This is an optimization exercise on Yosys and OpenROAD, whose aim is small area, not a production implementation.
Function was checked by simulation only, so behaviour that the tests miss may differ from the original.
Power is estimated from default activity; no workload was simulated.

==> build 95: inputs <==
==> flow/design.v (excerpt) <==
module Pipeline_CPU(
    input clk,
    input rst,
    input [31: 0] inst_IF,
    input [31: 0] Data_in,
    output wire [31: 0] PC_out_EX,
    output wire [31: 0] PC_out_ID,
    output wire [31: 0] inst_ID,
    output wire [31: 0] PC_out_IF,
    output wire [31: 0] Addr_out,
    output wire [31: 0] Data_out,
    output wire [31: 0] Data_out_WB,
    output wire MemRW_Mem,
    output wire MemRW_EX,
    output wire [31:0] Reg00,
    output wire [31:0] Reg01,
    output wire [31:0] Reg02,
    output wire [31:0] Reg03,
    output wire [31:0] Reg04,
    output wire [31:0] Reg05,
    output wire [31:0] Reg06,
    output wire [31:0] Reg07,
    output wire [31:0] Reg08,
    output wire [31:0] Reg09,
    output wire [31:0] Reg10,
    output wire [31:0] Reg11,
    output wire [31:0] Reg12,
    output wire [31:0] Reg13,
    output wire [31:0] Reg14,
    output wire [31:0] Reg15,
    output wire [31:0] Reg16,
    output wire [31:0] Reg17,
    output wire [31:0] Reg18,
    output wire [31:0] Reg19,
    output wire [31:0] Reg20,
    output wire [31:0] Reg21,
    output wire [31:0] Reg22,
    output wire [31:0] Reg23,
    output wire [31:0] Reg24,
    output wire [31:0] Reg25,
    output wire [31:0] Reg26,
    output wire [31:0] Reg27,
    output wire [31:0] Reg28,
    output wire [31:0] Reg29,
    output wire [31:0] Reg30,
    output wire [31:0] Reg31
    );
export LEC_CHECK = 0
export CAP_MARGIN = 20
export CORE_AREA = 4 4 336 336
export DIE_AREA = 0 0 340 340
export SLEW_MARGIN = 20
create_clock -name core_clock -period 10.0 [get_ports {clk}]
standard.sh (not shown) runs the stock make flow with config.mk's settings and CLKGATE_MAP_FILE= SYNTH_SCRIPT=/design/flow/synth_recipe.tcl, a recipe that flattens the netlist after the stock synthesis.
==> flow/flow/run.sh <==
#!/bin/bash
# Own layout flow: the standard flow (standard.sh) with
#  - synthesis: the standard flow's script plus hand-mapped register-file cells (see synth.tcl),
#  - the smallest buffer (buf_1) on every input and output port,
#  - clock tree without dummy loads and with small clock buffers,
set -euo pipefail
W=$PWD
F=$W/flow
python3 "$F/map_gates.py" design.v design_mapped.v > map_gates.log 2>&1
export FLOW_DIR=$F FLOW_ABC_SCRIPT=$F/abc.script FLOW_SYNTH_TCL=$W/synth_recipe.tcl
bash standard.sh \
  VERILOG_FILES="$W/design_mapped.v" \
  SYNTH_SCRIPT="$F/synth.tcl" \
  "BUFFER_PORTS_ARGS=-buffer_cell sky130_fd_sc_hd__buf_1" \
  "PLACE_PINS_ARGS=-min_distance 1 -min_distance_in_tracks" \
  "CTS_ARGS=-sink_clustering_enable -repair_clock_nets -dont_use_dummy_load -sink_clustering_size 16 -sink_clustering_max_diameter 60 -buf_list {sky130_fd_sc_hd__clkbuf_4 sky130_fd_sc_hd__clkbuf_8}" \
  finish > flow.log 2>&1
==> flow/flow/abc.script.v4_pre.il.stat <==

4. Printing statistics.

=== Pipeline_CPU ===

        +----------Local Count, excluding submodules.
        |        +-Local Area, excluding submodules.
        |        | 
     5392        - wires
     6830        - wire bits
     2076        - public wires
     3453        - public wire bits
       45        - ports
     1316        - port bits
     5625 5.59E+04 cells
        4   35.034   sky130_fd_sc_hd__a2111oi_0
       11   82.579   sky130_fd_sc_hd__a211oi_1
       50   250.24   sky130_fd_sc_hd__a21oi_1
       15  131.376   sky130_fd_sc_hd__a221oi_1
      640 6.41E+03   sky130_fd_sc_hd__a222oi_1
       22  165.158   sky130_fd_sc_hd__a22oi_1
        1    8.758   sky130_fd_sc_hd__a311oi_1
        6   37.536   sky130_fd_sc_hd__a31oi_1
        1    7.507   sky130_fd_sc_hd__and2_2
       11   82.579   sky130_fd_sc_hd__and3_2
      242  908.371   sky130_fd_sc_hd__clkinv_1
     1093 2.74E+04   sky130_fd_sc_hd__dfrtp_1
      177 3.54E+03   sky130_fd_sc_hd__dfxtp_1
       16  320.307   sky130_fd_sc_hd__fa_1
       94 1.18E+03   sky130_fd_sc_hd__ha_1
       32  360.346   sky130_fd_sc_hd__mux2_2
       10  100.096   sky130_fd_sc_hd__mux2i_1
     1319 4.95E+03   sky130_fd_sc_hd__nand2_1
      123   615.59   sky130_fd_sc_hd__nand3_1
      131  819.536   sky130_fd_sc_hd__nand4_1
      149  559.286   sky130_fd_sc_hd__nor2_1
       35  175.168   sky130_fd_sc_hd__nor3_1
        8   50.048   sky130_fd_sc_hd__nor4_1
        6    52.55   sky130_fd_sc_hd__o2111ai_1
       35  262.752   sky130_fd_sc_hd__o211ai_1
        2   15.014   sky130_fd_sc_hd__o21a_1
      199  995.955   sky130_fd_sc_hd__o21ai_0
      992 4.96E+03   sky130_fd_sc_hd__o21ai_1
        1    7.507   sky130_fd_sc_hd__o21bai_1
        2   22.522   sky130_fd_sc_hd__o221a_2
       24  210.202   sky130_fd_sc_hd__o221ai_1
        1    10.01   sky130_fd_sc_hd__o22a_2
       23  143.888   sky130_fd_sc_hd__o22ai_1
        2   15.014   sky130_fd_sc_hd__o31ai_1
       21  131.376   sky130_fd_sc_hd__or2_2
       64  400.384   sky130_fd_sc_hd__or3_1
       40  350.336   sky130_fd_sc_hd__xnor2_1
       23  201.443   sky130_fd_sc_hd__xor2_1

   Chip area for module '\Pipeline_CPU': 55921.132800
     of which used for sequential elements: 30894.630400 (55.25%)

==> flow/flow/synth.tcl <==
# The standard flow's synthesis script (synth_recipe.tcl), run with three changes:
#  - yosys synth is called without ORFS's -extra-map (Kogge-Stone adders), so adders use
#    Yosys's default Brent-Kung carry lookahead;
#  - just before ABC, the register file's write-enable multiplexers (left by dfflibmap in
#    front of each register-file flip-flop) are mapped to nand2 + o21ai cells;
#  - ABC runs this flow's script (abc.script).
# Everything else (including -nofsm -noshare, flattening and renaming) is the standard flow's.
proc abc {args} {
  yosys select -set rfff {c:Regs_0.rf*}
  yosys select -set rfmux @rfff %ci1:+\[D\] %ci1:+\[Y\] t:\$_MUX_ %i
  yosys techmap -map $::env(FLOW_DIR)/rfmux_map.v @rfmux
  yosys opt_merge
  yosys select -clear
  set i [lsearch -exact $args -script]
  if {$i >= 0} { lset args [expr {$i + 1}] $::env(FLOW_ABC_SCRIPT) }
  yosys abc {*}$args
}
set f [open $::env(FLOW_SYNTH_TCL)]
set lines [split [read $f] "\n"]
close $f
if {![string match "proc synth *yosys synth -nofsm -noshare*" [lindex $lines 0]]} {
  error "unexpected first line in synth_recipe.tcl: [lindex $lines 0]"
}
proc synth {args} {
  set i [lsearch -exact $args -extra-map]
  if {$i >= 0} { set args [lreplace $args $i [expr {$i + 1}]] }
  yosys synth -nofsm -noshare {*}$args
}
eval [join [lrange $lines 1 end] "\n"]
Other scripts of this flow, unchanged in this note and not shown: flow/flow/abc.script, flow/flow/abc.script.pre_abc.il.stat, flow/flow/map_gates.py, flow/flow/rfmux_map.v
==> inputs of trial 77, as changes to build 95 <==
--- a/flow/design.v
+++ b/flow/design.v
@@ -1,52 +1,30 @@
 module ALU(
     input [31:0] A,
     input [31:0] B,
     input sub,
     input [2:0] f3,
-    input sel_st,              
-    input sel_link,            
-    input [31:0] st,
-    input [31:0] link,
     output [31:0] sum,
-    output [31:0] y
+    output reg [31:0] res
     );
     wire [31:0] bx = B ^ {32{sub}};
-    wire [31:0] p = A ^ bx;
-    wire [31:0] g = A & bx;
-    reg [31:0] G, P;
-    integer i, l;
+    wire [32:0] s = {1'b0, A} + {1'b0, bx} + {32'b0, sub};
+    assign sum = s[31:0];
+    wire lt = ~s[32];
     always @(*) begin
-        G = g;
-        P = p;
-        G[0] = g[0] | (p[0] & sub);
-        for (l = 1; l <= 5; l = l + 1)
-            for (i = (1 << l) - 1; i < 32; i = i + (1 << l)) begin
-                G[i] = G[i] | (P[i] & G[i - (1 << (l - 1))]);
-                P[i] = P[i] & P[i - (1 << (l - 1))];
-            end
-        for (l = 4; l >= 1; l = l - 1)
-            for (i = 3 * (1 << (l - 1)) - 1; i < 32; i = i + (1 << l)) begin
-                G[i] = G[i] | (P[i] & G[i - (1 << (l - 1))]);
-                P[i] = P[i] & P[i - (1 << (l - 1))];
-            end
+        case (f3)
+            3'b010: res = {31'b0, lt};
+            3'b100: res = A ^ bx;
+            3'b101: res = A >> B[4:0];
+            3'b110: res = A | bx;
+            3'b111: res = A & bx;
+            default: res = sum;
+        endcase
     end
-    wire [31:0] c = {G[30:0], sub};
-    assign sum = p ^ c;
-    wire lt = ~G[31];
-    wire [31:0] sh = A >> B[4:0];
-    wire base   = ~sel_st & ~sel_link;
-    wire s_sum  = base & ~f3[2] & ~f3[1];
-    wire s_lt   = base & ~f3[2] & f3[1];
-    wire s_p    = base & f3[2] & ~f3[0];       
-    wire s_g    = base & f3[2] & f3[1];        
-    wire s_sh   = base & f3[2] & ~f3[1] & f3[0];
-    assign y = ({32{s_sum}} & sum) | ({32{s_p}} & p) | ({32{s_g}} & g) | ({32{s_sh}} & sh)
-             | ({32{sel_st}} & st) | ({32{sel_link}} & link) | {31'b0, s_lt & lt};
 endmodule
 module Regs_0(
     input clk,
     input rst,
     input [4:0] Rs1_addr,
     input [4:0] Rs2_addr,
     input [4:0] Wt_addr,
     input [31:0] Wt_data,
@@ -235,30 +213,27 @@
             imm = {{20{ir_D[31]}}, ir_D[7], ir_D[30:25], ir_D[11:8], 1'b0};
         else if (d_sw)
             imm = {{21{ir_D[31]}}, ir_D[30:25], ir_D[11:7]};
         else
             imm = {{21{ir_D[31]}}, ir_D[30:20]};
     end
     wire [31:0] opA = (d_beq | d_jal) ? {pc_D, 1'b0} : rs1;
     wire [31:0] opB = d_R ? rs2 : imm;
-    wire [31:0] sum, y_D;
-    wire [31:0] link = {pc_D[31:2] + 30'd1, pc_D[1], 1'b0};
+    wire [31:0] sum, alu_res;
     ALU ALU_0 (
         .A(opA),
         .B(opB),
         .sub(d_sub),
         .f3(d_f3),
-        .sel_st(d_sw),
-        .sel_link(d_jal),
-        .st(rs2),
-        .link(link),
         .sum(sum),
-        .y(y_D)
+        .res(alu_res)
     );
+    wire [31:0] link = {pc_D[31:2] + 30'd1, pc_D[1], 1'b0};
+    wire [31:0] y_D = d_sw ? rs2 : (d_jal ? link : alu_res);
     reg [31:0] x_E, y_E;
     reg [4:0]  wa_E;
     reg        lw_E;
     reg        rw_E, sw_E, take_E;
     always @(posedge clk) begin
         x_E  <= sum;
         y_E  <= y_D;
         wa_E <= ir_D[11:7];
==> flow/flow/run.sh (replaced) <==
#!/bin/bash
# Own layout flow: the standard flow (standard.sh) with
#  - synthesis: the standard flow's script plus hand-mapped register-file cells (see synth.tcl),
#  - the smallest buffer (buf_1) on every input and output port,
#  - clock tree without dummy loads and with small clock buffers.
# Each tool's full output stays in ORFS's logs under orfs/logs; this folder keeps
# map_gates.log and flow.log (make's output).
set -euo pipefail
W=$PWD
F=$W/flow
python3 "$F/map_gates.py" design.v design_mapped.v > map_gates.log 2>&1
export FLOW_DIR=$F FLOW_ABC_SCRIPT=$F/abc.script FLOW_SYNTH_TCL=$W/synth_recipe.tcl
bash standard.sh \
  VERILOG_FILES="$W/design_mapped.v" \
  SYNTH_SCRIPT="$F/synth.tcl" \
  "BUFFER_PORTS_ARGS=-buffer_cell sky130_fd_sc_hd__buf_1" \
  "CTS_ARGS=-sink_clustering_enable -repair_clock_nets -dont_use_dummy_load -sink_clustering_size 16 -sink_clustering_max_diameter 60 -buf_list {sky130_fd_sc_hd__clkbuf_4 sky130_fd_sc_hd__clkbuf_8}" \
  finish > flow.log 2>&1
==> flow/flow/synth.tcl (replaced) <==
# The standard flow's synthesis (synth_recipe.tcl), with two changes made just before ABC:
# the register file's write-enable multiplexers (left by dfflibmap in front of each
# register-file flip-flop) are mapped to nand2 + o21ai cells, and ABC runs this flow's script.
proc abc {args} {
  yosys select -set rfff {c:Regs_0.rf*}
  yosys select -set rfmux @rfff %ci1:+\[D\] %ci1:+\[Y\] t:\$_MUX_ %i
  yosys log "register-file write muxes: [llength [yosys tee -q -s result.string select -list @rfmux]]"
  yosys techmap -map $::env(FLOW_DIR)/rfmux_map.v @rfmux
  yosys opt_merge
  yosys select -clear
  set i [lsearch -exact $args -script]
  if {$i >= 0} { lset args [expr {$i + 1}] $::env(FLOW_ABC_SCRIPT) }
  yosys abc {*}$args
}
source $::env(FLOW_SYNTH_TCL)
==> flow/config.mk (replaced) <==
export PLATFORM = sky130hd
export DESIGN_NAME = Pipeline_CPU
export DESIGN_NICKNAME = Pipeline_CPU
export VERILOG_FILES = /design/flow/design.v
export SDC_FILE = /design/flow/constraint.sdc
export NUM_CORES = 8
export LEC_CHECK = 0
export CAP_MARGIN = 20
export CORE_AREA = 4 4 456 456
export DIE_AREA = 0 0 460 460
export SLEW_MARGIN = 20
removed: flow/flow/abc.script.v4_pre.il.stat
==> run summary <==
| item | build 95 | trial 77 |
|---|---|---|
| TritonCTS Buffers | 106 | 136 |
| Total of clock buffers placed in the layout | 106 | 136 |
| Sequential-cell power consumption | 9590 uW | 9430 uW |
| Floorplan Core Area | 109000 um2 | 203000 um2 |
| Inserted Diodes | 21 | 35 |
| Max Freq | 113 MHz | 108 MHz |
| FILL cells | 9826 | 21360 |
| GR Util met2 | 72.4% | 53.0% |
| Layout overhead on the synthesized area | 4.22% | 7.49% |
| Area used by multi-input combinational logic | 24000 um2 | 25100 um2 |
| Post-route standard cell area excluding fillers | 65300 um2 | 68600 um2 |
| TritonRoute pass-1 iters | 20 | 17 |
| Vert. Die Dim | 340 um | 460 um |
| Net switching power | 9440 uW | 10100 uW |
| Final Worst Setup Slack | 1.12 ns | 0.772 ns |
| Run status | complete, no violations | complete, no violations |
| FF-to-FF setup slack | 1.12 ns | 0.77 ns |
| Netlist Area Pre-Place | 62700 um2 | 63900 um2 |
| Starting utilization of the core area | 57.4% | 31.5% |
| Pin count of the biggest net entering global routing | 159 | 192 |
| Antenna violations before repair | 44 | 55 |
| Buffer count excluding the clock tree in the final layout | 1452 | 1462 |

-- what the ideal ports hide --
The flow's constraints put no driver on any port. The routed layouts listed below were extracted and timed again, unchanged, in two steps. Step 1, drivers: a clkbuf_16 drives clk and a buf_2 each remaining input, both assumed. Step 2 adds t to the input delays and takes it off the output delays; t is the mean of the earliest and latest rising clock arrival at the registers after step 1. Input paths then give back, and output paths get back, about the clock's delay inside the block. Slacks: ideal / step 1 / step 2; pairs: ideal / step 1.
| run | t, ns | slack for setup (ns) | slew at the worst register clock pin (ns) | worst slew at a driven data input, ns | cell pins on the clock port's net |
|---|---|---|---|---|---|
| build 95 | 0.883 | 1.125 / 1.125 / 1.125 | 0.11 / 0.11 | 0.16 | 1 |
| trial 77 | 1.045 | 0.772 / 0.772 / 0.772 | 0.11 / 0.11 | 0.38 | 1 |
After both steps every run listed still meets setup and hold.
